This is an optimization exercise on Yosys and OpenROAD, whose aim is small area, a short achievable clock period and few clock cycles, not a production implementation. RTL that was checked went through simulation tests only; none was proved equivalent to the original. Only the layout flow was run in runs 2 to 6; the RTL was not checked for function there. Power is estimated from default activity; no workload was simulated.

--- flow/config.mk ---
export PLATFORM = sky130hd
export DESIGN_NAME = huffman
export DESIGN_NICKNAME = huffman
export VERILOG_FILES = /design/flow/design.v
export SDC_FILE = /design/flow/constraint.sdc
export NUM_CORES = 4
export LEC_CHECK = 0
export CAP_MARGIN = 20
export CORE_MARGIN = 2
export CORE_UTILIZATION = 40
export SLEW_MARGIN = 20
--- flow/constraint.sdc ---
create_clock -name core_clock -period 9.0 [get_ports {clk}]
set_input_delay 1.8000 -clock core_clock [delete_from_list [all_inputs] [get_ports {clk}]]
set_output_delay 1.8000 -clock core_clock [all_outputs]
set_load 0.01 [all_outputs]
--- flow/design.v ---
module huffman(clk, reset, gray_data, gray_valid, CNT_valid, CNT1, CNT2, CNT3, CNT4, CNT5, CNT6,
    code_valid, HC1, HC2, HC3, HC4, HC5, HC6, M1, M2, M3, M4, M5, M6);
input clk;
input reset;
input gray_valid;
input [2:0] gray_data;
output reg CNT_valid;
output reg [7:0] CNT1, CNT2, CNT3, CNT4, CNT5, CNT6;
output reg code_valid;
output reg [7:0] HC1, HC2, HC3, HC4, HC5, HC6;
output reg [7:0] M1, M2, M3, M4, M5, M6;
parameter idle           = 3'd0;    
parameter rec            = 3'd1;    
parameter CNT_OUT        = 3'd2;    
parameter merge          = 3'd3;    
parameter split_1        = 3'd4;    
parameter code_valid_OUT = 3'd5;    
reg [2:0] cs, ns;
reg [6:0] node_cnt [1:6];
reg [5:0] node_idx [1:6];
reg [2:0] merge_count;
function smaller;
	input [6:0] cnt_a;
	input [5:0] idx_a;
	input [6:0] cnt_b;
	input [5:0] idx_b;
	begin
		if (idx_b == 6'd0)
			smaller = 1'b1;
		else if (idx_a == 6'd0)
			smaller = 1'b0;
		else if (cnt_a != cnt_b)
			smaller = (cnt_a < cnt_b);
		else
			smaller = (idx_a > idx_b);
	end
endfunction
reg [2:0] rank [1:6];
reg [5:0] first_sel, second_sel;    
reg [6:0] first_cnt, second_cnt;
reg [5:0] first_idx, second_idx;
integer i, j;
always @(*) begin
	for (i = 1; i <= 6; i = i + 1) begin
		rank[i] = 3'd0;
		for (j = 1; j <= 6; j = j + 1)
			if (j != i && smaller(node_cnt[j], node_idx[j], node_cnt[i], node_idx[i]))
				rank[i] = rank[i] + 3'd1;
	end
	first_cnt  = 7'd0;
	first_idx  = 6'd0;
	second_cnt = 7'd0;
	second_idx = 6'd0;
	for (i = 1; i <= 6; i = i + 1) begin
		first_sel[i-1]  = (rank[i] == 3'd0);
		second_sel[i-1] = (rank[i] == 3'd1);
		if (rank[i] == 3'd0) begin
			first_cnt = first_cnt | node_cnt[i];
			first_idx = first_idx | node_idx[i];
		end
		if (rank[i] == 3'd1) begin
			second_cnt = second_cnt | node_cnt[i];
			second_idx = second_idx | node_idx[i];
		end
	end
end
wire [6:0] merge_cnt   = first_cnt + second_cnt;
wire [5:0] merge_index = first_idx | second_idx;
wire split_finish = M1[0] & M2[0] & M3[0] & M4[0] & M5[0] & M6[0];
always @(*) begin
	case (cs)
		idle :
			if (gray_valid)
				ns = rec;
			else
				ns = idle;
		rec :
			if (!gray_valid)
				ns = CNT_OUT;
			else
				ns = rec;
		CNT_OUT :
			ns = merge;
		merge :
			if (merge_count == 3'd4)
				ns = split_1;
			else
				ns = merge;
		split_1 :
			if (split_finish)
				ns = code_valid_OUT;
			else
				ns = split_1;
		code_valid_OUT :
			ns = code_valid_OUT;
		default :
			ns = idle;
	endcase
end
always @(posedge clk) begin
	if (reset) cs <= idle;
	else cs <= ns;
end
always @(*) begin
	CNT_valid = (cs == CNT_OUT);
end
always @(posedge clk) begin
	if (reset) begin
		CNT1 <= 8'd0;
		CNT2 <= 8'd0;
		CNT3 <= 8'd0;
		CNT4 <= 8'd0;
		CNT5 <= 8'd0;
		CNT6 <= 8'd0;
	end
	else if (gray_valid && (cs == idle || cs == rec)) begin
		case (gray_data)
			3'd1 : CNT1 <= CNT1 + 8'd1;
			3'd2 : CNT2 <= CNT2 + 8'd1;
			3'd3 : CNT3 <= CNT3 + 8'd1;
			3'd4 : CNT4 <= CNT4 + 8'd1;
			3'd5 : CNT5 <= CNT5 + 8'd1;
			3'd6 : CNT6 <= CNT6 + 8'd1;
			default : ;
		endcase
	end
end
always @(posedge clk) begin
	if (reset) begin
		for (i = 1; i <= 6; i = i + 1) begin
			node_cnt[i] <= 7'd0;
			node_idx[i] <= 6'd0;
		end
		merge_count <= 3'd0;
	end
	else if (cs == CNT_OUT) begin
		node_cnt[1] <= CNT1[6:0];
		node_cnt[2] <= CNT2[6:0];
		node_cnt[3] <= CNT3[6:0];
		node_cnt[4] <= CNT4[6:0];
		node_cnt[5] <= CNT5[6:0];
		node_cnt[6] <= CNT6[6:0];
		for (i = 1; i <= 6; i = i + 1)
			node_idx[i] <= 6'd1 << (i - 1);
		merge_count <= 3'd0;
	end
	else if (cs == merge) begin
		for (i = 1; i <= 6; i = i + 1) begin
			if (second_sel[i-1]) begin
				node_cnt[i] <= merge_cnt;
				node_idx[i] <= merge_index;
			end
			else if (first_sel[i-1]) begin
				node_cnt[i] <= 7'd0;
				node_idx[i] <= 6'd0;
			end
		end
		merge_count <= merge_count + 3'd1;
	end
end
always @(posedge clk) begin
	if (reset)
		code_valid <= 1'b0;
	else if (cs == split_1 && split_finish)
		code_valid <= 1'b1;
end
always @(posedge clk) begin
	if (reset) begin
		HC1 <= 8'd0;  M1 <= 8'd0;
		HC2 <= 8'd0;  M2 <= 8'd0;
		HC3 <= 8'd0;  M3 <= 8'd0;
		HC4 <= 8'd0;  M4 <= 8'd0;
		HC5 <= 8'd0;  M5 <= 8'd0;
		HC6 <= 8'd0;  M6 <= 8'd0;
	end
	else if (cs == merge) begin
		if (merge_index[0]) begin HC1 <= {first_idx[0], HC1[7:1]}; M1 <= {1'b1, M1[7:1]}; end
		if (merge_index[1]) begin HC2 <= {first_idx[1], HC2[7:1]}; M2 <= {1'b1, M2[7:1]}; end
		if (merge_index[2]) begin HC3 <= {first_idx[2], HC3[7:1]}; M3 <= {1'b1, M3[7:1]}; end
		if (merge_index[3]) begin HC4 <= {first_idx[3], HC4[7:1]}; M4 <= {1'b1, M4[7:1]}; end
		if (merge_index[4]) begin HC5 <= {first_idx[4], HC5[7:1]}; M5 <= {1'b1, M5[7:1]}; end
		if (merge_index[5]) begin HC6 <= {first_idx[5], HC6[7:1]}; M6 <= {1'b1, M6[7:1]}; end
	end
	else if (cs == split_1) begin
		if (!M1[0]) begin HC1 <= {1'b0, HC1[7:1]}; M1 <= {1'b0, M1[7:1]}; end
		if (!M2[0]) begin HC2 <= {1'b0, HC2[7:1]}; M2 <= {1'b0, M2[7:1]}; end
		if (!M3[0]) begin HC3 <= {1'b0, HC3[7:1]}; M3 <= {1'b0, M3[7:1]}; end
		if (!M4[0]) begin HC4 <= {1'b0, HC4[7:1]}; M4 <= {1'b0, M4[7:1]}; end
		if (!M5[0]) begin HC5 <= {1'b0, HC5[7:1]}; M5 <= {1'b0, M5[7:1]}; end
		if (!M6[0]) begin HC6 <= {1'b0, HC6[7:1]}; M6 <= {1'b0, M6[7:1]}; end
	end
end
endmodule
--- flow/run.sh ---
#!/bin/bash
# synth_recipe.tcl (not shown) runs the flow's synth.tcl, then flattens the netlist and writes it again
# the make line also repeats each setting of config.mk as NAME=value (left out here)
make -C /OpenROAD-flow-scripts/flow DESIGN_CONFIG=/design/flow/config.mk WORK_HOME=/design/flow/orfs CLKGATE_MAP_FILE= SYNTH_SCRIPT=/design/flow/synth_recipe.tcl finish
==> summary.txt, run 1 <==
Route
  • First drt pass iteration count: 10
  • Starting DRT DRC Count: 1760
  • Final ANT Viol Nets: 0
  • Vias per std cell: 6.12
  • Detailed-route via count: 17400
  • Average detailed-routed wire length per instance: 22.2 microns
  • Routed wire length: 63300 microns
  • DRC violations left: 0

Setup path
  • Maximum fanout along the worst path: 12
  • Critical Path Source: node_cnt[3][1]$_SDFFE_PP0P_
  • Startpoint of the most critical register-to-register path: node_cnt[3][1]$_SDFFE_PP0P_
  • Startpoint type of the worst setup path: flip-flop
  • R2R Setup Slk: 1.17 ns
  • Longest individual stage delay on the worst path: 0.53 ns
  • Slowest cell on crit path: dfxtp_1
  • Classification of the worst setup path: reg2reg
  • WP data arrival: 8.27 ns
  • Worst reg2reg path endpoint: node_cnt[6][6]$_SDFFE_PP0P_
  • Cell count of the worst reg-to-reg path: 35
  • Critical path required time: 9.45 ns
  • Endpoint type of the worst setup path: flip-flop

Clocking
  • Buffer cell driving the clock tree root: clkbuf_16
  • Worst-path clk slew: 0.06 ns
  • Clock Latency Late Sink: 0.54 ns
  • CTS tree: done
  • Number of clock buffers inserted by TritonCTS: 24
  • CTS H-tree depth: 1
  • Maximum clock path buffer count: 3
  • Post-CTS Setup Repair Bufs: 0
  • Quantity of hold-fixing buffers added after cts: 0
  • Number of clock sinks seen by CTS: 229
  • Gates resized, CTS repair: 0

Worst hold path
  • Depth of the worst hold-timing path: 2
  • Endpoint of the worst hold path: HC2[0]$_SDFFE_PP0P_
  • Hold Crit Class: reg2reg
  • Worst Min Path Start: HC2[0]$_SDFFE_PP0P_

Layout
  • Fraction of final layout cells with drive strength greater than 1: 0.0522
  • Top reg by flops: node_cnt
  • Flip-flop count of the largest register, all copies and words added: 42
  • Final non-filler cell total: 2846
  • Biggest regs: node_cnt: 42 flops, node_idx: 36 flops
  • Layout overhead on the synthesized area: 16.6%
  • Post-layout nets: 2486
  • Final antenna diode count: 0
  • Final Cell Area: 0.0203 sq mm

Pwr
  • Internal power summed over all cells: 1.94 mW
  • Power density over the cells: 143 mW/mm^2
  • Switching power total: 0.973 mW
  • Clock network fraction of design power: 0.381
  • Comb power frac: 0.257
  • Sequential Power Share: 0.363
  • Maximum vdd drop: 159 uV
  • Switching Share: 0.334
  • Static leakage: 8.20 nW

Timing
  • RSZ-0062 raised after global routing: no
  • Number of setup violations in the final report: 0
  • Max Slew Vio Count: 0
  • Relative slew slack: 0.237
  • Minimum clock period: 7.83 ns
  • Hold violation count in the final report: 0
  • Post-route clock skew: 0.0158 ns
  • Worst hold slack: 0.474 ns
  • Period Utilization, post-route: 0.869
  • Fmax: 128 MHz
  • Final setup TNS: 0 ns
  • Measured slew at the worst slew-check pin: 1.13 ns
  • Post-route setup slack: 1.17 ns

Global routing
  • Number of antenna violations at the first check in global routing: 0
  • Number of global-route vias before repair: 16700
  • Global-route wire length before repair: 97200 microns
  • Overflow left after global routing: 0
  • Largest net degree at the start of global routing: 98
  • GRT Total Usage: 0.275

Die
  • Area of the die: 0.0453 sq mm
  • Vertical die dimension: 213 microns
  • Number of placement rows: 76
  • X dimension of the die: 213 microns
  • Initial Util: 0.405
  • Number of top-level design ports: 152
  • Standard cell core area: 0.0431 sq mm

Synth
  • Flip-flop and latch count after synthesis: 229
  • Sequential cell area fraction in the yosys report: 0.263
  • Library cell occupying the most area in the post-synthesis netlist: dfxtp_1
  • Per-instance average area after synthesis: 8.11 sq um
  • Gate count of the mapped netlist: 2149
  • Post-synth design cell area: 0.0174 sq mm
  • Total of warnings raised by yosys: 4
  • Area share of the largest cell type after synthesis: 0.263
  • Primary flip-flop cell chosen by synthesis mapping: dfxtp_1
  • Cell types with the largest area share after synthesis: dfxtp_1, ha_1, nand2_1
  • Netlist cell types: 89
  • Share of flip-flops with an asynchronous set or reset: 0
  • Number of enable flip-flop cells after synthesis: 0

Placement
  • Cell total after placement: 2801
  • Area after DPL: 0.0194 sq mm
  • Worst setup timing slack at the placement stage: 1.23 ns
  • Placer Congestion: 0.968
  • Port-buffer cells: 151
  • Detail Placement HPWL: 47300 microns

Run
  • Number of maximum-capacitance violations: 0

Outcome
  • Result of the run: no timing/DRC/antenna violations
[power by group through the flow]
stage / Clock [mW] / Sequential [mW] / Combinational, mW
floorplan: 0 / 1.06 / 0.496
global placement: 0 / 1.08 / 0.716
detailed placement: 0 / 1.08 / 0.726
CTS: 1.12 / 1.05 / 0.730
global route: 1.16 / 1.05 / 0.806
finish: 1.11 / 1.05 / 0.747
[worst max-delay path by stage]
stage,to,slack (ns),depth (start not counted)
final,node_cnt[6][6]$_SDFFE_PP0P_,1.17,35
after global placement,node_cnt[6][6]$_SDFFE_PP0P_,1.37,35
after global routing,node_cnt[5][6]$_SDFFE_PP0P_,0.59,34
after floorplan,node_cnt[2][6]$_SDFFE_PP0P_,2.47,37
after detailed placement,node_cnt[6][6]$_SDFFE_PP0P_,1.23,35
after CTS,node_cnt[6][6]$_SDFFE_PP0P_,1.21,35
[metrics by stage]
stage | power (mW) | util
final | 2.91 | 0.472
after global routing | 3.02 | 0.472
after CTS | 2.90 | 0.471
after detailed placement | 1.80 | 0.451
after global placement | 1.79 | 0.450
after floorplan | 1.56 | -
[cell usage after synthesis, types with 13 or more instances]
| cell type | number |
|---|---|
| nand2_1 | 241 |
| ha_1 | 235 |
| dfxtp_1 | 229 |
| nor2_1 | 192 |
| a21oi_1 | 108 |
| o21ai_0 | 108 |
| inv_1 | 103 |
| nand3_1 | 88 |
| clkbuf_1 | 74 |
| mux2i_1 | 53 |
| nor3_1 | 48 |
| nand4_1 | 47 |
| xor2_1 | 44 |
| a31oi_1 | 43 |
| a22oi_1 | 35 |
| and3_1 | 32 |
| nand2b_1 | 31 |
| or4_1 | 27 |
| nor2b_1 | 26 |
| and4_1 | 25 |
| xnor2_1 | 23 |
| a211oi_1 | 21 |
| a21o_1 | 20 |
| a222oi_1 | 19 |
| o311ai_1 | 17 |
| buf_1 | 13 |
| o21a_1 | 13 |
[layout by cell type (no fill, tap or decap), types with 8 or more instances in the layout]
master | synthesis | final
and2_1 | 10 | 9
nor3_1 | 48 | 48
or4_1 | 27 | 27
inv_1 | 103 | 103
o2111a_1 | 9 | 9
a211oi_1 | 21 | 21
a31oi_1 | 43 | 43
a32oi_1 | 8 | 8
o311ai_0 | 11 | 11
dfxtp_1 | 229 | 229
ha_1 | 235 | 235
o21a_1 | 13 | 13
a222oi_1 | 19 | 19
and3_1 | 32 | 32
a21oi_1 | 108 | 108
xor2_1 | 44 | 44
nand2b_1 | 31 | 30
or3_1 | 8 | 8
mux2i_1 | 53 | 53
and4_1 | 25 | 25
o211ai_1 | 10 | 10
o311ai_1 | 17 | 17
a21o_1 | 20 | 20
nand3_1 | 88 | 88
o21ai_0 | 108 | 108
o31ai_1 | 8 | 8
nor2_1 | 192 | 190
clkbuf_16 | 0 | 25
o221ai_1 | 8 | 8
a22oi_1 | 35 | 35
nand2_1 | 241 | 240
xnor2_1 | 23 | 23
clkdlybuf4s50_1 | 0 | 150
nor2b_1 | 26 | 26
a31o_2 | 10 | 10
mux2_2 | 10 | 10
buf_4 | 0 | 20
nand4_1 | 47 | 47
[metal layers]
metal	share of wire	track usage
met1	0.44	0.374
met2	0.44	0.441
met3	0.080	0.0403
met4	0.040	0.107
met5	0	0
[cell type report]
class,instances,area (sq um)
multi-input combinational,1711,12000
fill,4203,22800
tap,585,732
clock buffer,33,716
timing repair buffer,173,1700
sequential,229,4580
inverter,105,397
clock inverter,10,159
[kinds of logic (layout without fill, tap and decap cells)]
group                    count (synthesis)  after routing  synth area share
AND/OR/NAND/NOR                        810            810             0.229
AO/OA/AOI/OAI                          528            528             0.210
adder cells (fa/ha/maj)                236            236             0.170
flip-flops                             229            229             0.263
buffers and inverters                  209            321            0.0480
XOR/XNOR                                74             74            0.0425
multiplexers                            63             63            0.0369
[critical path, delay by kind of cell (launching register included)]
| family | cells | cell delay, ns |
|---|---|---|
| xor+xnor | 1 | 0.21 |
| flops | 1 | 0.53 |
| buf+inv | 2 | 0.21 |
| simple gates | 7 | 1.14 |
| mux | 1 | 0.40 |
| fa+ha+maj | 6 | 1.93 |
| compound gates | 18 | 3.29 |
Testbench counts, summed over its fixed seeds: cycles 28,006.
==> run 2, diff against run 1 <==
==> flow/design.v (replaced) <==
module huffman(clk, reset, gray_data, gray_valid, CNT_valid, CNT1, CNT2, CNT3, CNT4, CNT5, CNT6,
    code_valid, HC1, HC2, HC3, HC4, HC5, HC6, M1, M2, M3, M4, M5, M6);
input clk;
input reset;
input gray_valid;
input [2:0] gray_data;
output CNT_valid;
output [7:0] CNT1, CNT2, CNT3, CNT4, CNT5, CNT6;
output code_valid;
output [7:0] HC1, HC2, HC3, HC4, HC5, HC6;
output [7:0] M1, M2, M3, M4, M5, M6;
reg        seen;                 
reg [6:0]  w   [1:6];            
reg [6:1]  v;                    
reg [6:1]  mem [1:6];            
reg [4:0]  hc  [1:6];            
reg [4:0]  m   [1:6];            
integer i, j;
reg [6:1] sm [1:6];
always @(*) begin
	for (i = 1; i <= 6; i = i + 1)
		for (j = 1; j <= 6; j = j + 1)
			if (j == i)
				sm[i][j] = 1'b0;
			else if (i < j)
				sm[i][j] = !(v[i] && (!v[j] || w[i] < w[j]));
			else
				sm[i][j] = v[j] && (!v[i] || w[j] < w[i]);
end
reg [6:1] sel_a, sel_ab, sel_b;
always @(*) begin
	for (i = 1; i <= 6; i = i + 1) begin
		sel_a[i]  = (sm[i] == 6'd0);
		sel_ab[i] = ((sm[i] & (sm[i] - 6'd1)) == 6'd0);    
	end
	sel_b = sel_ab & ~sel_a;
end
reg [6:0] wa, wb;
reg [6:1] in_a, in_ab;
always @(*) begin
	wa = 7'd0;
	wb = 7'd0;
	for (i = 1; i <= 6; i = i + 1) begin
		if (sel_a[i]) wa = wa | w[i];
		if (sel_b[i]) wb = wb | w[i];
	end
	for (j = 1; j <= 6; j = j + 1) begin
		in_a[j]  = sel_a[j];
		in_ab[j] = sel_ab[j];
		for (i = j + 1; i <= 6; i = i + 1) begin
			in_a[j]  = in_a[j]  | (sel_a[i]  & mem[i][j]);
			in_ab[j] = in_ab[j] | (sel_ab[i] & mem[i][j]);
		end
	end
end
wire [6:0] wsum = wa + wb;
wire done = (v[5:1] == 5'd0);
wire merge = seen && !gray_valid && !done;
assign CNT_valid = seen && !gray_valid && (v == 6'b111111);
assign code_valid = done;
assign CNT1 = {1'b0, w[1]};
assign CNT2 = {1'b0, w[2]};
assign CNT3 = {1'b0, w[3]};
assign CNT4 = {1'b0, w[4]};
assign CNT5 = {1'b0, w[5]};
assign CNT6 = {1'b0, w[6]};
assign HC1 = {3'd0, hc[1]};
assign HC2 = {3'd0, hc[2]};
assign HC3 = {3'd0, hc[3]};
assign HC4 = {3'd0, hc[4]};
assign HC5 = {3'd0, hc[5]};
assign HC6 = {3'd0, hc[6]};
assign M1 = {3'd0, m[1]};
assign M2 = {3'd0, m[2]};
assign M3 = {3'd0, m[3]};
assign M4 = {3'd0, m[4]};
assign M5 = {3'd0, m[5]};
assign M6 = {3'd0, m[6]};
always @(posedge clk) begin
	if (reset)
		seen <= 1'b0;
	else if (gray_valid)
		seen <= 1'b1;
end
always @(posedge clk) begin
	for (i = 1; i <= 6; i = i + 1) begin
		if (reset) begin
			w[i]   <= 7'd0;
			v[i]   <= 1'b1;
			mem[i] <= 6'd0;
			hc[i]  <= 5'd0;
			m[i]   <= 5'd0;
		end else if (merge) begin
			if (sel_ab[i]) w[i] <= wsum;
			for (j = i + 1; j <= 6; j = j + 1)
				if (sel_ab[i] && sel_ab[j]) v[i] <= 1'b0;
			if (sel_ab[i]) mem[i] <= mem[i] | in_ab;
			if (in_ab[i]) begin
				m[i]  <= {m[i][3:0], 1'b1};
				hc[i] <= hc[i] | ({5{in_a[i]}} & ~m[i] & {m[i][3:0], 1'b1});
			end
		end else if (gray_valid && gray_data == i)
			w[i] <= w[i] + 7'd1;
	end
end
endmodule
==> run 2 against run 1 <==
- clock power is 36% lower
- sequential power decreased by about 40%
- first-iteration DRC count down 41%
- largest power group is now combinational cells
- combinational power up 54%
- sequential share of layout area decreased by 0.71 points
- via count shrank 46%
- hold slack worse by 0.010 ns
==> summary.txt, run 2 <==
Clocking
  • Clock Latency Late Sink: 0.44 ns
  • Quantity of hold-fixing buffers added after cts: 0
  • Post-CTS Setup Repair Bufs: 0
  • CTS H-tree depth: 4
  • Worst-path clk slew: 0.07 ns
  • Number of clock buffers inserted by TritonCTS: 17
  • Number of clock sinks seen by CTS: 123
  • Maximum clock path buffer count: 2
  • CTS tree: done
  • Buffer cell driving the clock tree root: clkbuf_16
  • Gates resized, CTS repair: 0

Route
  • Detailed-route via count: 9335
  • First drt pass iteration count: 9
  • DRC violations left: 0
  • Vias per std cell: 5.84
  • Final ANT Viol Nets: 0
  • Routed wire length: 32700 microns
  • Average detailed-routed wire length per instance: 20.5 microns
  • Starting DRT DRC Count: 1033

Global routing
  • Overflow left after global routing: 0
  • GRT Total Usage: 0.265
  • Global-route wire length before repair: 50600 microns
  • Number of antenna violations at the first check in global routing: 0
  • Number of global-route vias before repair: 8776
  • Largest net degree at the start of global routing: 65

Setup path
  • Critical Path Source: w[5][6]$_SDFFE_PP0P_
  • R2R Setup Slk: 3.42 ns
  • WP data arrival: 5.94 ns
  • Critical path required time: 9.35 ns
  • Endpoint type of the worst setup path: flip-flop
  • Startpoint type of the worst setup path: flip-flop
  • Maximum fanout along the worst path: 12
  • Classification of the worst setup path: reg2reg
  • Startpoint of the most critical register-to-register path: w[5][6]$_SDFFE_PP0P_

Synth
  • Number of enable flip-flop cells after synthesis: 0
  • Flip-flop and latch count after synthesis: 123
  • Post-synth top cells: dfxtp_1, nand2_1, nor2_1
  • Post-synth design cell area: 0.00949 sq mm
  • Gate count of the mapped netlist: 1176
  • Sequential cell area fraction in the yosys report: 0.259
  • Share of flip-flops with an asynchronous set or reset: 0
  • Total of warnings raised by yosys: 6
  • Primary flip-flop cell chosen by synthesis mapping: dfxtp_1
  • Most repeated cell in the gate-level netlist after synthesis: dfxtp_1
  • Netlist cell types: 94
  • Cell types with the largest area share after synthesis: dfxtp_1, ha_1, a21oi_1
  • Per-instance average area after synthesis: 8.07 sq um
  • Library cell occupying the most area in the post-synthesis netlist: dfxtp_1
  • Area share of the largest cell type after synthesis: 0.259

Die
  • Standard cell core area: 0.0234 sq mm
  • Number of placement rows: 56
  • X dimension of the die: 158 microns
  • Area of the die: 0.0250 sq mm
  • Number of top-level design ports: 152
  • Initial Util: 0.406
  • Vertical die dimension: 158 microns

Pwr
  • Power density over the cells: 221 mW/mm^2
  • Maximum vdd drop: 128 uV
  • Static leakage: 4.54 nW

Timing
  • Relative slew slack: 0.277
  • Measured slew at the worst slew-check pin: 1.08 ns
  • Number of setup violations in the final report: 0
  • Max Slew Vio Count: 0
  • Minimum clock period: 5.58 ns
  • RSZ-0062 raised after global routing: no
  • Period Utilization, post-route: 0.620
  • Fmax: 179 MHz
  • Post-route clock skew: 0.0135 ns
  • Hold violation count in the final report: 0
  • Final setup TNS: 0 ns

Layout
  • Biggest regs: w: 42 flops, hc: 30 flops, m: 30 flops
  • Leading cell type in the layout, fill and taps excluded: dfxtp_1
  • Total of fill cells in the finished design: 2307
  • Post-layout nets: 1375
  • Final antenna diode count: 0
  • Most used cells in the layout excluding fill and tap cells: dfxtp_1, nand2_1, nor2_1, a21oi_1, clkdlybuf4s50_1
  • Layout overhead on the synthesized area: 18.7%
  • Top reg by flops: w
  • Fraction of final layout cells with drive strength greater than 1: 0.0758
  • Final non-filler cell total: 1598
  • Flip-flop count of the largest register, all copies and words added: 42

Worst hold path
  • Worst Min Path Start: hc[4][3]$_SDFFE_PP0P_
  • Hold Crit Class: reg2reg

Placement
  • Detail Placement HPWL: 23900 microns
  • Cell total after placement: 1566
  • Placer Congestion: 0.928
  • Port-buffer cells: 109

Run
  • Number of maximum-capacitance violations: 0

Outcome
  • Result of the run: no timing/DRC/antenna violations
[run 2: cell types whose count changed after synthesis, sizes merged, moves of 31 or more]
cell,change
clkbuf,-48
dfxtp,-106
ha,-133
inv,-39
mux2i,-31
nand2,-122
nand3,-36
nand4,-37
nor2,-78
nor3,-37
o21ai,-62
xor2,-44
[run 2: layout make-up]
class / count / area, sq um / area share
tap: 319 / 399 / 0.0354
clock inverter: 15 / 168 / 0.0149
multi-input combinational: 944 / 6430 / 0.571
clock buffer: 17 / 425 / 0.0378
timing repair buffer: 116 / 1140 / 0.101
inverter: 64 / 240 / 0.0213
sequential: 123 / 2460 / 0.219
[run 2: cells by family (layout without fill, tap and decap cells)]
family | count (synthesis) | after routing | share of synthesized area
buffers and inverters | 150 | 212 | 0.0799
XOR/XNOR | 10 | 10 | 0.00923
adder cells (fa/ha/maj) | 107 | 107 | 0.141
other | 1 | 42 | 0.000395
AND/OR/NAND/NOR | 393 | 393 | 0.200
flip-flops | 123 | 123 | 0.259
AO/OA/AOI/OAI | 370 | 370 | 0.287
multiplexers | 22 | 22 | 0.0232
[run 2: power breakdown]
part	leakage (nW)	internal, mW	switching, mW	total, mW
combinational	3.26	0.390	0.757	1.15
sequential	0.993	0.570	0.0615	0.631
clock	0.286	0.395	0.315	0.710
[run 2: critical path, cell delays in order, from the launching register on]
cell and delay [ns]:
dfxtp_1 0.53, inv_1 0.19, ha_1 0.37, and3_1 0.18, nand3_1 0.14, o221a_2 0.39
nor3_2 0.24, and2_1 0.59, nor2b_1 0.28, a222oi_1 0.42, nand2_1 0.10, ha_1 0.21
inv_1 0.07, fa_1 0.20, inv_1 0.05, a21oi_1 0.16, o21bai_1 0.12, a21o_1 0.19
a21o_1 0.21, or3b_4 0.28, nand2_4 0.09, or4_1 0.41, o211ai_1 0.08
[run 2: per-stage QoR]
stage	power [mW]	setup slack (ns)	util	hold slack (ns)	instance area, sq um
2_1_floorplan	1.44	4.39	-	0.438	9650
3_3_place_gp	1.74	3.62	0.456	0.445	10700
3_5_place_dp	1.75	3.55	0.456	0.446	10700
4_1_cts	2.47	3.53	0.482	0.468	11300
5_1_grt	2.61	3.05	0.482	0.474	11300
6_report	2.49	3.42	0.482	0.464	11300
[run 2: final timing paths]
kind                                              end  cells past startpoint
worst min-delay path            hc[4][3]$_SDFFE_PP0P_                      1
worst max-delay path             w[6][6]$_SDFFE_PP0P_                     22
worst max register to register   w[6][6]$_SDFFE_PP0P_                     22
worst min register to register  hc[4][3]$_SDFFE_PP0P_                      1
[run 2: per-layer routing]
metal	track usage	wire (microns)	up-vias	share of wire
li1	-	-	4431	-
met1	0.348	14100	4362	0.43
met2	0.411	14400	452	0.44
met3	0.0610	2860	90	0.088
met4	0.123	1380	0	0.042
met5	0	0	-	0
==> run 3, diff against run 2 <==
==> flow/design.v (replaced) <==
module huffman(clk, reset, gray_data, gray_valid, CNT_valid, CNT1, CNT2, CNT3, CNT4, CNT5, CNT6,
    code_valid, HC1, HC2, HC3, HC4, HC5, HC6, M1, M2, M3, M4, M5, M6);
input clk;
input reset;
input gray_valid;
input [2:0] gray_data;
output CNT_valid;
output [7:0] CNT1, CNT2, CNT3, CNT4, CNT5, CNT6;
output code_valid;
output [7:0] HC1, HC2, HC3, HC4, HC5, HC6;
output [7:0] M1, M2, M3, M4, M5, M6;
reg        mg;                   
reg        ph;                   
reg [6:1]  sa, sb;               
reg [6:0]  w   [1:6];            
reg [6:1]  v;                    
reg [6:1]  mem [1:6];            
reg [4:0]  hc  [1:6];            
reg [4:1]  m   [1:6];            
reg [6:1]  m0;                   
integer i, j;
function lt7;
	input [6:0] a, b;
	integer n;
	reg br;
	begin
		br = 1'b0;
		for (n = 0; n < 7; n = n + 1)
			br = (~a[n] & b[n]) | (~a[n] & br) | (b[n] & br);
		lt7 = br;
	end
endfunction
reg [6:1] sm [1:6];
always @(*) begin
	for (i = 1; i <= 6; i = i + 1)
		sm[i][i] = 1'b0;
	for (i = 1; i <= 6; i = i + 1)
		for (j = i + 1; j <= 6; j = j + 1) begin
			sm[j][i] = v[i] && (!v[j] || lt7(w[i], w[j]));
			sm[i][j] = !sm[j][i];
		end
end
reg [6:1] r0, r1, dec;
always @(*) begin
	for (i = 1; i <= 6; i = i + 1) begin
		r0[i] = (sm[i] == 6'd0);
		r1[i] = (sm[i] != 6'd0) && ((sm[i] & (sm[i] - 6'd1)) == 6'd0);
		dec[i] = gray_valid && !reset && (gray_data == i);
	end
end
reg [6:0] wa, wb;
reg [6:1] sab, lo, in_a, in_ab;
always @(*) begin
	wa = 7'd0;
	wb = 7'd0;
	sab = sa | sb;
	for (i = 1; i <= 6; i = i + 1) begin
		if (sa[i]) wa = wa | w[i];
		if (sb[i]) wb = wb | w[i];
		lo[i] = 1'b0;
		for (j = i + 1; j <= 6; j = j + 1)
			lo[i] = lo[i] | (sab[i] & sab[j]);
	end
	for (j = 1; j <= 6; j = j + 1) begin
		in_a[j]  = sa[j];
		in_ab[j] = sab[j];
		for (i = j + 1; i <= 6; i = i + 1) begin
			in_a[j]  = in_a[j]  | (sa[i]  & mem[i][j]);
			in_ab[j] = in_ab[j] | (sab[i] & mem[i][j]);
		end
	end
	for (i = 1; i <= 6; i = i + 1)
		m0[i] = !v[i] || (mem[i] != 6'd0);
end
wire [6:0] wsum = wa + wb + {6'd0, !mg};
wire wen = !mg || ph;
wire done = (v[5:1] == 5'd0);
assign CNT_valid = ph && (v == 6'b111111);
assign code_valid = done;
assign CNT1 = {1'b0, w[1]};
assign CNT2 = {1'b0, w[2]};
assign CNT3 = {1'b0, w[3]};
assign CNT4 = {1'b0, w[4]};
assign CNT5 = {1'b0, w[5]};
assign CNT6 = {1'b0, w[6]};
assign HC1 = {3'd0, hc[1]};
assign HC2 = {3'd0, hc[2]};
assign HC3 = {3'd0, hc[3]};
assign HC4 = {3'd0, hc[4]};
assign HC5 = {3'd0, hc[5]};
assign HC6 = {3'd0, hc[6]};
assign M1 = {3'd0, m[1], m0[1]};
assign M2 = {3'd0, m[2], m0[2]};
assign M3 = {3'd0, m[3], m0[3]};
assign M4 = {3'd0, m[4], m0[4]};
assign M5 = {3'd0, m[5], m0[5]};
assign M6 = {3'd0, m[6], m0[6]};
always @(posedge clk) begin
	if (reset) begin
		mg <= 1'b0;
		ph <= 1'b0;
	end else begin
		mg <= mg || (!gray_valid && sa != 6'd0);
		ph <= mg && !ph && !done;
	end
	sa <= (mg && !reset) ? r0 : dec;
	sb <= (mg && !reset) ? r1 : 6'd0;
end
always @(posedge clk) begin
	for (i = 1; i <= 6; i = i + 1) begin
		if (reset) begin
			w[i]   <= 7'd0;
			v[i]   <= 1'b1;
			mem[i] <= 6'd0;
		end else begin
			if (wen && sab[i]) w[i] <= wsum;
			if (ph && lo[i]) v[i] <= 1'b0;
			if (ph && sab[i]) mem[i] <= mem[i] | in_ab;
		end
		if (ph && in_ab[i]) begin
			m[i]  <= {m[i][3:1] & {3{m0[i]}}, m0[i]};
			hc[i] <= m0[i] ? hc[i] | ({5{in_a[i]}} & {m[i][3:1], 2'b11} & ~{m[i], 1'b1})
			               : {4'd0, in_a[i]};
		end
	end
end
endmodule
==> run 3 against run 2 <==
- still clean
- non-clock buffer count grew 1
- routed wire length down 17%
- synthesized cell count is 14% lower
- sequential share of layout area up 13 points
- count of clock-buffer cells in the layout unchanged
- critical path depth fell by 19
- global-route usage decreased by 2.6 points
- via count down 15%
- register-to-register slack better by 2.2 ns
- maximum frequency rose by 32%
- sequential power is 16% higher
- core utilization grew 0.49 points
- critical path type is now reg2out
- critical endpoint is now M3[0]
- largest power group is now registers
- highest routed layer unchanged
==> summary.txt, run 3 <==
Clocking
  • Worst-path clk slew: 0.06 ns
  • Buffer cell driving the clock tree root: clkbuf_16
  • Gates resized, CTS repair: 0
  • Maximum clock path buffer count: 2
  • Number of clock sinks seen by CTS: 151
  • CTS H-tree depth: 4
  • Clock Latency Late Sink: 0.43 ns
  • Number of clock buffers inserted by TritonCTS: 17
  • Post-CTS Setup Repair Bufs: 0
  • Quantity of hold-fixing buffers added after cts: 0
  • CTS tree: done

Route
  • Starting DRT DRC Count: 848
  • Detailed-route via count: 7894
  • Final ANT Viol Nets: 0
  • Routed wire length: 27300 microns
  • Average detailed-routed wire length per instance: 19.9 microns
  • DRC violations left: 0
  • Vias per std cell: 5.77
  • First drt pass iteration count: 5

Placement
  • Placer Congestion: 0.907
  • Detail Placement HPWL: 18900 microns
  • Cell total after placement: 1336
  • Port-buffer cells: 109

Timing
  • Final setup TNS: 0 ns
  • Fmax: 237 MHz
  • Period Utilization, post-route: 0.469
  • Hold violation count in the final report: 0
  • RSZ-0062 raised after global routing: no
  • Number of setup violations in the final report: 0
  • Measured slew at the worst slew-check pin: 1.12 ns
  • Relative slew slack: 0.244
  • Post-route clock skew: 0.00621 ns
  • Minimum clock period: 4.22 ns
  • Max Slew Vio Count: 0

Layout
  • Post-layout nets: 1094
  • Most used cells in the layout excluding fill and tap cells: nor2_1, clkdlybuf4s50_1, dfxtp_1, inv_1, edfxtp_1
  • Leading cell type in the layout, fill and taps excluded: nor2_1
  • Biggest regs: w: 42 flops, mem: 36 flops, hc: 30 flops
  • Final antenna diode count: 0
  • Layout overhead on the synthesized area: 18.8%
  • Top reg by flops: w
  • Final non-filler cell total: 1369
  • Fraction of final layout cells with drive strength greater than 1: 0.0503
  • Total of fill cells in the finished design: 2073
  • Flip-flop count of the largest register, all copies and words added: 42

Outcome
  • Result of the run: no timing/DRC/antenna violations

Setup path
  • Startpoint type of the worst setup path: flip-flop
  • Chain of cells forming the critical path: nor4b_1 > nand2_1 > clkdlybuf4s50_1
  • Maximum fanout along the worst path: 13
  • Longest individual stage delay on the worst path: 0.71 ns
  • WP data arrival: 2.42 ns
  • Critical path required time: 7.20 ns
  • Classification of the worst setup path: reg2out
  • Slowest cell on crit path: dfxtp_1
  • Endpoint type of the worst setup path: output pin

Global routing
  • Number of global-route vias before repair: 7334
  • Global-route wire length before repair: 41300 microns
  • Overflow left after global routing: 0
  • Largest net degree at the start of global routing: 88
  • Number of antenna violations at the first check in global routing: 0
  • GRT Total Usage: 0.239

Pwr
  • Maximum vdd drop: 122 uV
  • Power after layout: 1.60 mW
  • Power density over the cells: 155 mW/mm^2
  • Static leakage: 3.75 nW
  • Internal power summed over all cells: 1.14 mW
  • Sequential Power Share: 0.459
  • Clock network fraction of design power: 0.421
  • Comb power frac: 0.120
  • Switching Share: 0.286
  • Switching power total: 0.457 mW

Synth
  • Netlist cell types: 69
  • Area share of the largest cell type after synthesis: 0.224
  • Share of flip-flops with an asynchronous set or reset: 0
  • Cell types with the largest area share after synthesis: dfxtp_1, edfxtp_1, nor2_1
  • Per-instance average area after synthesis: 8.55 sq um
  • Gate count of the mapped netlist: 1013
  • Total of warnings raised by yosys: 6
  • Post-synth design cell area: 0.00866 sq mm
  • Most repeated cell in the gate-level netlist after synthesis: nor2_1
  • Post-synth top cells: nor2_1, dfxtp_1, clkbuf_1
  • Primary flip-flop cell chosen by synthesis mapping: dfxtp_1
  • Sequential cell area fraction in the yosys report: 0.412
  • Number of enable flip-flop cells after synthesis: 54
  • Flip-flop and latch count after synthesis: 151
  • Library cell occupying the most area in the post-synthesis netlist: dfxtp_1

Die
  • Number of top-level design ports: 152
  • Standard cell core area: 0.0212 sq mm
  • X dimension of the die: 151 microns
  • Number of placement rows: 53
  • Initial Util: 0.409
  • Area of the die: 0.0228 sq mm
  • Vertical die dimension: 151 microns

Run
  • Number of maximum-capacitance violations: 0

Worst hold path
  • Hold Crit Class: reg2reg
-- run 3: cell types whose count changed after synthesis, sizes merged, moves of 24 or more --
cell	change
nand2	-76
nor2b	+24
dfxtp	-26
nand3	-32
a22oi	+38
clkbuf	+34
edfxtp	+54
a21oi	-69
o21ai	-27
nor2	+42
ha	-97
-- run 3: layer usage --
layer  vias up  share of wire  track usage  routed length, microns
met5         -              0            0                       0
met4         0          0.035       0.0902                     960
met3        66          0.073       0.0485                    2000
met2       380           0.47        0.393                   12900
met1      3746           0.42        0.310                   11400
li1       3702              -            -                       -
-- run 3: worst paths after layout --
| check | startpoint | endpoint | cells past startpoint | slack (ns) |
|---|---|---|---|---|
| max reg2reg | sa[1]$_DFF_P_ | w[5][6]$_SDFFE_PP0P_ | 12 | 5.65 |
| max | v[2]$_SDFFE_PP1P_ | M3[0] | 3 | 4.78 |
| min | mem[4][6]$_SDFFE_PP0P_ | mem[4][6]$_SDFFE_PP0P_ | 2 | 0.47 |
| min reg2reg | mem[4][6]$_SDFFE_PP0P_ | mem[4][6]$_SDFFE_PP0P_ | 2 | 0.47 |
-- run 3: through the flow --
step / instance area, sq um / util / hold slack, ns / worst slack, ns
6_report: 10300 / 0.486 / 0.469 / 4.78
4_1_cts: 10300 / 0.486 / 0.472 / 4.82
2_1_floorplan: 8810 / - / 0.406 / 5.83
3_3_place_gp: 9730 / 0.460 / 0.449 / 5.27
5_1_grt: 10300 / 0.486 / 0.493 / 4.69
3_5_place_dp: 9730 / 0.460 / 0.455 / 5.23
-- run 3: critical path, delay by kind of cell (launching register included) --
family	cells	cell delay [ns]
buffers and inverters	1	0.55
and+or+nand+nor	2	0.73
DFF	1	0.71
-- run 3: layout make-up --
type | instances | area, sq um | share of cell area
Multi-Input combinational cell | 737 | 4470 | 0.435
Sequential cell | 151 | 3560 | 0.346
Timing Repair Buffer | 117 | 1150 | 0.112
Clock buffer | 17 | 425 | 0.0413
Tap cell | 275 | 344 | 0.0334
Inverter | 57 | 214 | 0.0208
Clock inverter | 15 | 120 | 0.0117
-- run 3: cell families (layout without fill, tap and decap cells) --
family          Yosys count  in the layout  synth area share
simple gates            376            376             0.215
compound gates          257            257             0.208
buf+inv                 166            206            0.0905
flops                   151            151             0.412
fa+ha+maj                27             27            0.0354
mux                      25             25            0.0289
xor+xnor                 10             10            0.0101
other cells               1             42          0.000433
-- run 3: power groups by stage --
| stage | Sequential (mW) | Clock, mW | Combinational [mW] |
|---|---|---|---|
| after floorplan | 0.734 | 0 | 0.152 |
| after global placement | 0.748 | 0 | 0.189 |
| after detailed placement | 0.748 | 0 | 0.189 |
| after CTS | 0.732 | 0.684 | 0.189 |
| after global routing | 0.734 | 0.713 | 0.208 |
| final | 0.734 | 0.674 | 0.192 |
==> run 4, diff against run 3 <==
--- a/flow/config.mk
+++ b/flow/config.mk
@@ -5,7 +5,9 @@
 export SDC_FILE = /design/flow/constraint.sdc
 export NUM_CORES = 4
 export LEC_CHECK = 0
+export ABC_CLOCK_PERIOD_IN_PS = 2800
 export CAP_MARGIN = 20
 export CORE_MARGIN = 2
 export CORE_UTILIZATION = 40
+export SETUP_SLACK_MARGIN = 5.0
 export SLEW_MARGIN = 20
==> run 4 against run 3 <==
- combinational power about the same
- first-iteration DRC count increased by 3.8%
- clock power about the same
- register-to-register slack improved by 0.02 ns
- clock skew increased by 0.0012 ns
- largest cell class unchanged
- die area unchanged
- area after synthesis unchanged
- sequential power about the same
- routed wire length increased by 0.38%
- via count decreased by 0.13%
- final area increased by 0.30%
==> summary.txt, run 4 <==
Outcome
  • Result of the run: no timing/DRC/antenna violations

Setup path
  • Critical path required time: 7.20 ns
  • Startpoint type of the worst setup path: flip-flop
  • Classification of the worst setup path: reg2out
  • WP data arrival: 2.11 ns
  • Maximum fanout along the worst path: 10
  • Critical Path Sink: M1[0]
  • R2R Setup Slk: 5.67 ns
  • Critical Path Source: v[0]$_SDFFE_PP1P_
  • Cell count of the worst reg-to-reg path: 12
  • Worst reg2reg path endpoint: w[5][6]$_SDFFE_PP0P_
  • Startpoint of the most critical register-to-register path: sa[1]$_DFF_P_
  • Endpoint type of the worst setup path: output pin

Layout
  • Biggest regs: w: 42 flops, mem: 36 flops, hc: 30 flops
  • Flip-flop count of the largest register, all copies and words added: 42
  • Most used cells in the layout excluding fill and tap cells: nor2_1, clkdlybuf4s50_1, dfxtp_1, inv_1, edfxtp_1
  • Top reg by flops: w
  • Total of fill cells in the finished design: 2072
  • Fraction of final layout cells with drive strength greater than 1: 0.0584
  • Final Cell Area: 0.0103 sq mm
  • Layout overhead on the synthesized area: 19.2%
  • Final antenna diode count: 0
  • Final non-filler cell total: 1370
  • Post-layout nets: 1095
  • Leading cell type in the layout, fill and taps excluded: nor2_1
  • Utilization after layout: 0.488

Timing
  • Number of setup violations in the final report: 0
  • Measured slew at the worst slew-check pin: 1.09 ns
  • Max Slew Vio Count: 0
  • Final setup TNS: 0 ns
  • Post-route clock skew: 0.00744 ns
  • Fmax: 255 MHz
  • Period Utilization, post-route: 0.435
  • Relative slew slack: 0.265
  • Post-route setup slack: 5.09 ns
  • Hold violation count in the final report: 0
  • Minimum clock period: 3.91 ns
  • RSZ-0062 raised after global routing: yes
  • Worst hold slack: 0.469 ns

Clocking
  • Number of clock buffers inserted by TritonCTS: 17
  • Number of clock sinks seen by CTS: 151
  • Maximum clock path buffer count: 2
  • CTS tree: done
  • CTS H-tree depth: 4
  • Buffer cell driving the clock tree root: clkbuf_16
  • Worst-path clk slew: 0.06 ns
  • Clock Latency Late Sink: 0.43 ns

Die
  • Vertical die dimension: 151 microns
  • X dimension of the die: 151 microns
  • Number of top-level design ports: 152
  • Standard cell core area: 0.0212 sq mm
  • Number of placement rows: 53
  • Area of the die: 0.0228 sq mm
  • Initial Util: 0.409

Synth
  • Cell types with the largest area share after synthesis: dfxtp_1, edfxtp_1, nor2_1
  • Total of warnings raised by yosys: 6
  • Sequential cell area fraction in the yosys report: 0.412
  • Most repeated cell in the gate-level netlist after synthesis: nor2_1
  • Post-synth design cell area: 0.00866 sq mm
  • Area share of the largest cell type after synthesis: 0.224
  • Flip-flop and latch count after synthesis: 151
  • Number of enable flip-flop cells after synthesis: 54
  • Gate count of the mapped netlist: 1013
  • Share of flip-flops with an asynchronous set or reset: 0
  • Primary flip-flop cell chosen by synthesis mapping: dfxtp_1
  • Post-synth top cells: nor2_1, dfxtp_1, clkbuf_1
  • Per-instance average area after synthesis: 8.55 sq um
  • Netlist cell types: 69
  • Library cell occupying the most area in the post-synthesis netlist: dfxtp_1

Pwr
  • Power density over the cells: 155 mW/mm^2
  • Static leakage: 3.78 nW
  • Power after layout: 1.60 mW
  • Maximum vdd drop: 122 uV

Placement
  • Cell total after placement: 1336
  • Worst setup timing slack at the placement stage: 5.23 ns
  • Placer Congestion: 0.907
  • Detail Placement HPWL: 18900 microns
  • Area after DPL: 0.00973 sq mm
  • Port-buffer cells: 109

Route
  • Average detailed-routed wire length per instance: 20.0 microns
  • First drt pass iteration count: 6
  • Vias per std cell: 5.75
  • DRC violations left: 0
  • Final ANT Viol Nets: 0
  • Routed wire length: 27400 microns
  • Detailed-route via count: 7884
  • Starting DRT DRC Count: 880

Global routing
  • Number of antenna violations at the first check in global routing: 0
  • Overflow left after global routing: 0
  • Global-route wire length before repair: 41500 microns
  • Number of global-route vias before repair: 7350
  • GRT Total Usage: 0.240
  • Largest net degree at the start of global routing: 88

Run
  • Number of maximum-capacitance violations: 0

Worst hold path
  • Hold Crit Class: reg2reg
  • Worst Min Path Start: mem[4][6]$_SDFFE_PP0P_
## run 4: cell counts after synthesis
No cell type changed its count.
## run 4: report_power, final
group	switching [mW]	internal, mW	leakage, nW	total (mW)
clock network	0.313	0.360	0.268	0.672
registers	0.0238	0.710	1.29	0.733
logic	0.119	0.0726	2.23	0.191
total	0.455	1.14	3.78	1.60
## run 4: cells by family (layout without fill, tap and decap cells)
family          Yosys count  in the layout  share of synthesized area
fa+ha+maj                27             27                     0.0354
other cells               1             42                   0.000433
buf+inv                 166            207                     0.0905
simple gates            376            376                      0.215
compound gates          257            257                      0.208
flops                   151            151                      0.412
mux                      25             25                     0.0289
xor+xnor                 10             10                     0.0101
## run 4: how the worst min path moves through the flow
stage                                   to  slack (ns)  cells after the start
finish              mem[4][6]$_SDFFE_PP0P_        0.47                      2
global placement    mem[1][3]$_SDFFE_PP0P_        0.45                      2
floorplan               hc[6][0]$_DFFE_PP_        0.41                      0
detailed placement  mem[1][3]$_SDFFE_PP0P_        0.46                      2
CTS                 mem[1][3]$_SDFFE_PP0P_        0.47                      2
global route        mem[2][6]$_SDFFE_PP0P_        0.49                      2
## run 4: critical path, cell delays in order (launching register included)
cell,delay (ns)
dfxtp_2,0.42
inv_1,0.18
nor4_2,0.35
nand2_2,0.21
clkdlybuf4s50_1,0.53
## run 4: what timing repair did
item | CTS | global route
endpoints found under the setup margin | 5 | 5
gates resized for setup | 4 | 5
hold buffers | 0 | 0
pin swaps | 1 | 0
buffers inserted | 1 | 0
## run 4: cell type report
cell class | count | area, sq um | share of cell area
clock inverters | 15 | 120 | 0.0116
repair buffers | 118 | 1160 | 0.112
clock buffers | 17 | 425 | 0.0412
well taps | 275 | 344 | 0.0333
inverters | 57 | 214 | 0.0207
flip-flops and latches | 151 | 3570 | 0.346
multi-input cells | 737 | 4490 | 0.435
## run 4: routing by layer
layer,track usage,vias up,wire [microns]
li1,-,3698,-
met1,0.310,3726,11500
met2,0.395,392,13000
met3,0.0485,68,1970
met4,0.0897,0,955
met5,0,-,0
==> run 5, diff against run 4 <==
--- a/flow/design.v
+++ b/flow/design.v
@@ -4,9 +4,9 @@
 input reset;
 input gray_valid;
 input [2:0] gray_data;
-output CNT_valid;
+output reg CNT_valid;
 output [7:0] CNT1, CNT2, CNT3, CNT4, CNT5, CNT6;
-output code_valid;
+output reg code_valid;
 output [7:0] HC1, HC2, HC3, HC4, HC5, HC6;
 output [7:0] M1, M2, M3, M4, M5, M6;
 reg        mg;                   
@@ -75,8 +75,6 @@
 wire [6:0] wsum = wa + wb + {6'd0, !mg};
 wire wen = !mg || ph;
 wire done = (v[5:1] == 5'd0);
-assign CNT_valid = ph && (v == 6'b111111);
-assign code_valid = done;
 assign CNT1 = {1'b0, w[1]};
 assign CNT2 = {1'b0, w[2]};
 assign CNT3 = {1'b0, w[3]};
@@ -89,12 +87,12 @@
 assign HC4 = {3'd0, hc[4]};
 assign HC5 = {3'd0, hc[5]};
 assign HC6 = {3'd0, hc[6]};
-assign M1 = {3'd0, m[1], m0[1]};
-assign M2 = {3'd0, m[2], m0[2]};
-assign M3 = {3'd0, m[3], m0[3]};
-assign M4 = {3'd0, m[4], m0[4]};
-assign M5 = {3'd0, m[5], m0[5]};
-assign M6 = {3'd0, m[6], m0[6]};
+assign M1 = {3'd0, m[1], 1'b1};    
+assign M2 = {3'd0, m[2], 1'b1};    
+assign M3 = {3'd0, m[3], 1'b1};    
+assign M4 = {3'd0, m[4], 1'b1};    
+assign M5 = {3'd0, m[5], 1'b1};    
+assign M6 = {3'd0, m[6], 1'b1};    
 always @(posedge clk) begin
 	if (reset) begin
 		mg <= 1'b0;
@@ -103,6 +101,8 @@
 		mg <= mg || (!gray_valid && sa != 6'd0);
 		ph <= mg && !ph && !done;
 	end
+	CNT_valid <= !reset && !mg && !gray_valid && sa != 6'd0;
+	code_valid <= !reset && mg && (done || (ph && v[5:1] == lo[5:1]));
 	sa <= (mg && !reset) ? r0 : dec;
 	sb <= (mg && !reset) ? r1 : 6'd0;
 end
@@ -115,7 +115,7 @@
 		end else begin
 			if (wen && sab[i]) w[i] <= wsum;
 			if (ph && lo[i]) v[i] <= 1'b0;
-			if (ph && sab[i]) mem[i] <= mem[i] | in_ab;
+			if (ph && sab[i]) mem[i] <= (mem[i] | in_ab) & ((6'd1 << (i - 1)) - 6'd1);
 		end
 		if (ph && in_ab[i]) begin
 			m[i]  <= {m[i][3:1] & {3{m0[i]}}, m0[i]};
==> run 5 against run 4 <==
- global-route usage increased by 0.30 points
- routed wire length decreased by 3.0%
- critical path depth decreased by 3
- non-clock buffer count decreased by 7
- hold slack improved by 0.044 ns
- power decreased by 2.0%
- count of clock-buffer cells in the layout increased by 4
- final cell count decreased by 1.4%
- synthesized cell count decreased by 0.59%
- area after synthesis decreased by 4.8%
- final area decreased by 5.0%
- critical path type unchanged
- critical endpoint is now CNT6[4]
- highest routed layer unchanged
==> summary.txt, run 5 <==
Outcome
  • Result of the run: no timing/DRC/antenna violations

Layout
  • Leading cell type in the layout, fill and taps excluded: nand2_1
  • Final antenna diode count: 0
  • Biggest regs: w: 42 flops, hc: 30 flops, m: 24 flops
  • Most used cells in the layout excluding fill and tap cells: nand2_1, clkdlybuf4s50_1, nor2_1, dfxtp_1, inv_1
  • Post-layout nets: 1081
  • Fraction of final layout cells with drive strength greater than 1: 0.0500
  • Utilization after layout: 0.485
  • Layout overhead on the synthesized area: 18.9%
  • Top reg by flops: w
  • Flip-flop count of the largest register, all copies and words added: 42

Clocking
  • Post-CTS Setup Repair Bufs: 0
  • CTS H-tree depth: 4
  • Gates resized, CTS repair: 0
  • Buffer cell driving the clock tree root: clkbuf_16
  • Worst-path clk slew: 0.06 ns
  • Clock Latency Late Sink: 0.42 ns
  • Quantity of hold-fixing buffers added after cts: 0
  • Number of clock sinks seen by CTS: 132
  • Maximum clock path buffer count: 2
  • CTS tree: done
  • Number of clock buffers inserted by TritonCTS: 17

Timing
  • Number of setup violations in the final report: 0
  • Relative slew slack: 0.290
  • Minimum clock period: 3.61 ns
  • Worst hold slack: 0.512 ns
  • Measured slew at the worst slew-check pin: 1.06 ns
  • Hold violation count in the final report: 0
  • RSZ-0062 raised after global routing: no
  • Period Utilization, post-route: 0.401
  • Final setup TNS: 0 ns
  • Fmax: 277 MHz
  • Max Slew Vio Count: 0
  • Post-route clock skew: 0.00728 ns

Global routing
  • GRT Total Usage: 0.243
  • Overflow left after global routing: 0
  • Number of global-route vias before repair: 7058
  • Global-route wire length before repair: 41300 microns
  • Largest net degree at the start of global routing: 64
  • Number of antenna violations at the first check in global routing: 0

Synth
  • Post-synth top cells: nand2_1, nor2_1, dfxtp_1
  • Fraction of synthesized cell area in xor and xnor cells: 0.0159
  • Number of enable flip-flop cells after synthesis: 54
  • Portion of netlist area occupied by mux cells: 0.00137
  • Area fraction in and, or, nand and nor cells after synthesis: 0.210
  • Area share of the largest cell type after synthesis: 0.197
  • Library cell occupying the most area in the post-synthesis netlist: edfxtp_1
  • Most repeated cell in the gate-level netlist after synthesis: nand2_1
  • Combinational family with the most area after synthesis: compound AO/OA/AOI/OAI gates
  • Total of warnings raised by yosys: 6
  • Post-synthesis share of cell area spent on full adders, half adders and majority gates: 0.0495
  • Gate count of the mapped netlist: 1007
  • Netlist cell types: 71
  • Cell types with the largest area share after synthesis: edfxtp_1, dfxtp_1, nand2_1
  • Primary flip-flop cell chosen by synthesis mapping: dfxtp_1
  • Per-instance average area after synthesis: 8.19 sq um
  • Sequential cell area fraction in the yosys report: 0.386
  • Post-synthesis compound-gate area fraction: 0.227
  • Flip-flop and latch count after synthesis: 132
  • Share of flip-flops with an asynchronous set or reset: 0
  • Post-synth design cell area: 0.00824 sq mm

Die
  • Initial Util: 0.407
  • Area of the die: 0.0218 sq mm
  • Number of placement rows: 52
  • Standard cell core area: 0.0202 sq mm
  • X dimension of the die: 148 microns
  • Number of top-level design ports: 152
  • Vertical die dimension: 148 microns

Pwr
  • Static leakage: 3.66 nW
  • Power after layout: 1.57 mW
  • Power density over the cells: 160 mW/mm^2
  • Maximum vdd drop: 128 uV

Route
  • DRC violations left: 0
  • Detail Route met2 WL: 11600 microns
  • Final ANT Viol Nets: 0
  • Routed wire length: 26600 microns
  • First drt pass iteration count: 5
  • Wl on met1: 11900 microns
  • Starting DRT DRC Count: 692
  • Highest metal layer with signal wires: met4
  • Detailed-route via count: 7677
  • Routed wl met3: 2590 microns
  • Vias per std cell: 5.68
  • Average detailed-routed wire length per instance: 19.7 microns

Placement
  • Detail Placement HPWL: 18400 microns
  • Port-buffer cells: 103
  • Placer Congestion: 0.949

Setup path
  • R2R Setup Slk: 5.83 ns
  • Critical path required time: 7.20 ns
  • WP data arrival: 1.81 ns
  • Classification of the worst setup path: reg2out
  • Chain of cells forming the critical path: clkdlybuf4s50_1
  • Startpoint type of the worst setup path: flip-flop
  • Buf+Inv Stages, Crit Path: 1
  • Longest individual stage delay on the worst path: 0.73 ns
  • Slowest cell on crit path: dfxtp_1
  • Maximum fanout along the worst path: 13
  • Endpoint type of the worst setup path: output pin
  • Cell class contributing the biggest share of worst-path delay: flip-flops

Run
  • Number of maximum-capacitance violations: 0

Worst hold path
  • Hold Crit Class: reg2reg
run 5: final timing paths:
kind / cells after the start / startpoint / to
min reg2reg: 1 / mg$_SDFF_PP0_ / CNT_valid$_DFF_P_
min: 1 / mg$_SDFF_PP0_ / CNT_valid$_DFF_P_
max reg2reg: 12 / sa[3]$_DFF_P_ / w[3][6]$_SDFFE_PP0P_
max: 1 / w[6][4]$_SDFFE_PP0P_ / CNT6[4]
run 5: stage by stage:
step                      cell area [sq um]  setup WS [ns]  instances
final                                  9800           5.39       1351
after global routing                   9800           5.38       1351
after CTS                              9800           5.42       1351
after detailed placement               9220           5.60       1319
after global placement                 9220           5.60       1319
after floorplan                        8420           6.15       1053
run 5: cell type report:
| class | count | area (sq um) |
|---|---|---|
| clock buffer | 21 | 450 |
| clock inverter | 11 | 134 |
| fill | 1962 | 10400 |
| inverter | 75 | 282 |
| multi-input combinational | 731 | 4330 |
| sequential | 132 | 3180 |
| tap | 270 | 338 |
| timing repair buffer | 111 | 1090 |
run 5: cells by family (layout without fill, tap and decap cells):
| family | count (synthesis) | count (layout) |
|---|---|---|
| AO/OA/AOI/OAI | 271 | 271 |
| XOR/XNOR | 15 | 15 |
| adder cells (fa/ha/maj) | 37 | 37 |
| buffers and inverters | 190 | 218 |
| flip-flops | 132 | 132 |
| multiplexers | 1 | 1 |
| other | 2 | 48 |
| AND/OR/NAND/NOR | 359 | 359 |
run 5: per-layer routing:
metal | GRT usage | vias up
met1 | 0.355 | 3612
li1 | - | 3617
met5 | 0 | -
met4 | 0.0620 | 0
met3 | 0.0565 | 42
met2 | 0.360 | 406
run 5: power breakdown:
group	switching, mW	internal (mW)
registers	0.0237	0.627
logic	0.140	0.0836
clock network	0.253	0.439
total	0.417	1.15
==> run 6, diff against run 5 <==
==> flow/flow/run.sh (new file) <==
#!/bin/bash
# The standard layout, with each port buffered by a plain buffer (buf_2) instead of the
# delay-cell buffer buffer_ports picks by default. Full make output goes to flow.log here;
# each ORFS step's log is under orfs/logs/.
set -euo pipefail
export BUFFER_PORTS_ARGS="-buffer_cell sky130_fd_sc_hd__buf_2"
bash standard.sh > flow.log 2>&1
==> flow/standard.sh (new file) <==
#!/bin/bash
# synth_recipe.tcl (not shown) runs the flow's synth.tcl, then flattens the netlist and writes it again
# the make line also repeats each setting of config.mk as NAME=value (left out here)
make -C /OpenROAD-flow-scripts/flow DESIGN_CONFIG=/design/flow/config.mk WORK_HOME=/design/flow/orfs CLKGATE_MAP_FILE= SYNTH_SCRIPT=/design/flow/synth_recipe.tcl "${@:-finish}"
removed: flow/run.sh
==> run 6 against run 5 <==
- global-route usage down 0.39 points
- area after synthesis did not move
- clock power up 14%
- register-to-register slack about the same
- maximum frequency up 12%
- final area fell by 4.6%
- largest power group unchanged
- synthesized cell count unchanged
- via count decreased by 0.20%
==> summary.txt, run 6 <==
Outcome
  • Result of the run: no timing/DRC/antenna violations

Setup path
  • Slowest cell on crit path: dfxtp_1
  • Longest individual stage delay on the worst path: 0.75 ns
  • Classification of the worst setup path: reg2out
  • Maximum fanout along the worst path: 13
  • Critical path required time: 7.20 ns
  • Levels on crit path: 1
  • Endpoint type of the worst setup path: output pin
  • Startpoint type of the worst setup path: flip-flop
  • Critical Path Source: w[2][4]$_SDFFE_PP0P_
  • Chain of cells forming the critical path: buf_2
  • Cell class contributing the biggest share of worst-path delay: flip-flops
  • Buf+Inv Stages, Crit Path: 1
  • Startpoint of the most critical register-to-register path: sa[5]$_DFF_P_
  • Cell count of the worst reg-to-reg path: 12
  • WP data arrival: 1.42 ns

Die
  • X dimension of the die: 148 microns
  • Standard cell core area: 0.0202 sq mm
  • Number of placement rows: 52
  • Vertical die dimension: 148 microns
  • Area of the die: 0.0218 sq mm
  • Initial Util: 0.407
  • Number of top-level design ports: 152

Synth
  • Number of enable flip-flop cells after synthesis: 54
  • Flip-flop and latch count after synthesis: 132
  • Post-synth top cells: nand2_1, nor2_1, dfxtp_1
  • Primary flip-flop cell chosen by synthesis mapping: dfxtp_1
  • Most repeated cell in the gate-level netlist after synthesis: nand2_1
  • Share of flip-flops with an asynchronous set or reset: 0
  • Post-synth design cell area: 0.00824 sq mm
  • Area share of the largest cell type after synthesis: 0.197
  • Sequential cell area fraction in the yosys report: 0.386
  • Per-instance average area after synthesis: 8.19 sq um
  • Gate count of the mapped netlist: 1007
  • Netlist cell types: 71
  • Library cell occupying the most area in the post-synthesis netlist: edfxtp_1
  • Total of warnings raised by yosys: 6
  • Cell types with the largest area share after synthesis: edfxtp_1, dfxtp_1, nand2_1

Pwr
  • Maximum vdd drop: 140 uV
  • Comb power frac: 0.130
  • Internal power summed over all cells: 1.22 mW
  • Static leakage: 3.77 nW
  • Sequential Power Share: 0.395
  • Switching power total: 0.429 mW
  • Power density over the cells: 177 mW/mm^2
  • Switching Share: 0.260
  • Clock network fraction of design power: 0.476

Route
  • Routed wire length: 26100 microns
  • Final ANT Viol Nets: 0
  • DRC violations left: 0
  • Vias per std cell: 5.68
  • Detailed-route via count: 7662
  • First drt pass iteration count: 7
  • Starting DRT DRC Count: 882
  • Average detailed-routed wire length per instance: 19.4 microns

Timing
  • Number of setup violations in the final report: 0
  • Measured slew at the worst slew-check pin: 0.984 ns
  • RSZ-0062 raised after global routing: no
  • Fmax: 310 MHz
  • Max Slew Vio Count: 0
  • Minimum clock period: 3.22 ns
  • Hold violation count in the final report: 0
  • Period Utilization, post-route: 0.358
  • Post-route setup slack: 5.78 ns
  • Final setup TNS: 0 ns
  • Relative slew slack: 0.342
  • Post-route clock skew: 0.00904 ns

Global routing
  • GRT Total Usage: 0.239
  • Global-route wire length before repair: 40700 microns
  • Overflow left after global routing: 0
  • Number of global-route vias before repair: 6899
  • Number of antenna violations at the first check in global routing: 0
  • Largest net degree at the start of global routing: 64

Clocking
  • Maximum clock path buffer count: 2
  • Number of clock sinks seen by CTS: 132
  • Quantity of hold-fixing buffers added after cts: 0
  • Gates resized, CTS repair: 0
  • Post-CTS Setup Repair Bufs: 0
  • Worst-path clk slew: 0.06 ns
  • Number of clock buffers inserted by TritonCTS: 17
  • CTS H-tree depth: 4
  • CTS tree: done
  • Clock Latency Late Sink: 0.43 ns
  • Buffer cell driving the clock tree root: clkbuf_16

Run
  • Number of maximum-capacitance violations: 0

Worst hold path
  • Hold Crit Class: reg2reg
  • Depth of the worst hold-timing path: 1
  • Worst Min Path Start: mg$_SDFF_PP0_

Placement
  • Port-buffer cells: 103
  • Placer Congestion: 0.922
  • Worst setup timing slack at the placement stage: 5.56 ns
  • Detail Placement HPWL: 18300 microns

Layout
  • Leading cell type in the layout, fill and taps excluded: nand2_1
  • Final antenna diode count: 0
  • Top reg by flops: w
  • Most used cells in the layout excluding fill and tap cells: nand2_1, buf_2, nor2_1, dfxtp_1, inv_1
  • Total of fill cells in the finished design: 2036
  • Fraction of final layout cells with drive strength greater than 1: 0.145
  • Biggest regs: w: 42 flops, hc: 30 flops, m: 24 flops
  • Layout overhead on the synthesized area: 13.5%
  • Flip-flop count of the largest register, all copies and words added: 42
  • Post-layout nets: 1079
==> run 6: cell counts after synthesis <==
Identical to the previous run, type by type.
==> run 6: layout make-up <==
| class | instances | area [sq um] | share of cell area |
|---|---|---|---|
| Clock inverter | 13 | 228 | 0.0243 |
| Inverter | 75 | 282 | 0.0301 |
| Tap cell | 270 | 338 | 0.0361 |
| Clock buffer | 19 | 433 | 0.0463 |
| Timing Repair Buffer | 109 | 561 | 0.0599 |
| Multi-Input combinational cell | 731 | 4330 | 0.463 |
| Sequential cell | 132 | 3180 | 0.340 |
==> run 6: metal layers <==
| metal | vias to the layer above | share of wire | global-route usage |
|---|---|---|---|
| met5 | - | 0 | 0 |
| met2 | 407 | 0.43 | 0.349 |
| li1 | 3613 | - | - |
| met1 | 3583 | 0.45 | 0.341 |
| met3 | 59 | 0.098 | 0.0660 |
| met4 | 0 | 0.025 | 0.0769 |
==> run 6: final timing paths <==
check	to	slack, ns
setup / recovery	CNT2[4]	5.78
setup reg to reg	w[3][6]$_SDFFE_PP0P_	5.82
hold / removal	CNT_valid$_DFF_P_	0.52
hold reg to reg	CNT_valid$_DFF_P_	0.52
==> run 6: kinds of logic after synthesis <==
group / share of synthesized area
compound gates: 0.227
xor+xnor: 0.0159
fa+ha+maj: 0.0495
buf+inv: 0.109
flops: 0.386
mux: 0.00137
other cells: 0.000911
simple gates: 0.210
==> run 6: through the flow <==
| step | util | area (sq um) | hold slack [ns] | cells | power [mW] |
|---|---|---|---|---|---|
| 2_1_floorplan | - | 8420 | 0.406 | 1053 | 0.827 |
| 3_3_place_gp | 0.430 | 8690 | 0.474 | 1317 | 0.872 |
| 3_5_place_dp | 0.430 | 8690 | 0.503 | 1317 | 0.873 |
| 4_1_cts | 0.462 | 9360 | 0.511 | 1349 | 1.65 |
| 5_1_grt | 0.462 | 9360 | 0.539 | 1349 | 1.71 |
| 6_report | 0.462 | 9360 | 0.522 | 1349 | 1.65 |
==> run 6: power by group through the flow <==
stage	Combinational [mW]	Clock (mW)	Sequential, mW
floorplan	0.179	0	0.648
global placement	0.209	0	0.663
detailed placement	0.210	0	0.663
CTS	0.211	0.791	0.651
global route	0.235	0.820	0.653
finish	0.214	0.786	0.652

==> afterwards: timing with drivers on the ports <==
No port has a modelled driver above. Below, the same layouts with a new extraction and two added sets of constraints.
Step 1 assumes that a clkbuf_16 drives the clock port and a buf_2 every other input.
Step 2 adds t to the input delays and takes it off the output delays; t is the mean of the earliest and latest rising clock arrival at the registers after step 1. Input paths then give back, and output paths get back, about the clock's delay inside the block.
a / b / c = no drivers / after step 1 / after step 2; a / b = the first two.
| run | t (ns) | slack for setup (ns) | worst register clock-pin slew, ns | pins driven straight from the clock port |
|---|---|---|---|---|
| run 1 | 0.587 | 1.175 / 1.175 / 1.175 | 0.07 / 0.07 | 1 |
| run 2 | 0.480 | 3.416 / 3.416 / 3.416 | 0.07 / 0.07 | 1 |
| run 3 | 0.472 | 4.776 / 4.729 / 5.200 | 0.07 / 0.07 | 1 |
| run 4 | 0.470 | 5.086 / 5.038 / 5.294 | 0.07 / 0.07 | 1 |
| run 5 | 0.458 | 5.389 / 5.345 / 5.562 | 0.06 / 0.06 | 1 |
| run 6 | 0.463 | 5.776 / 5.737 / 5.571 | 0.06 / 0.06 | 1 |
After both steps setup and hold are still met in every run listed. The setup slack of run 6, which loses most, moves by -0.039 ns with the drivers and by -0.205 ns with both steps.
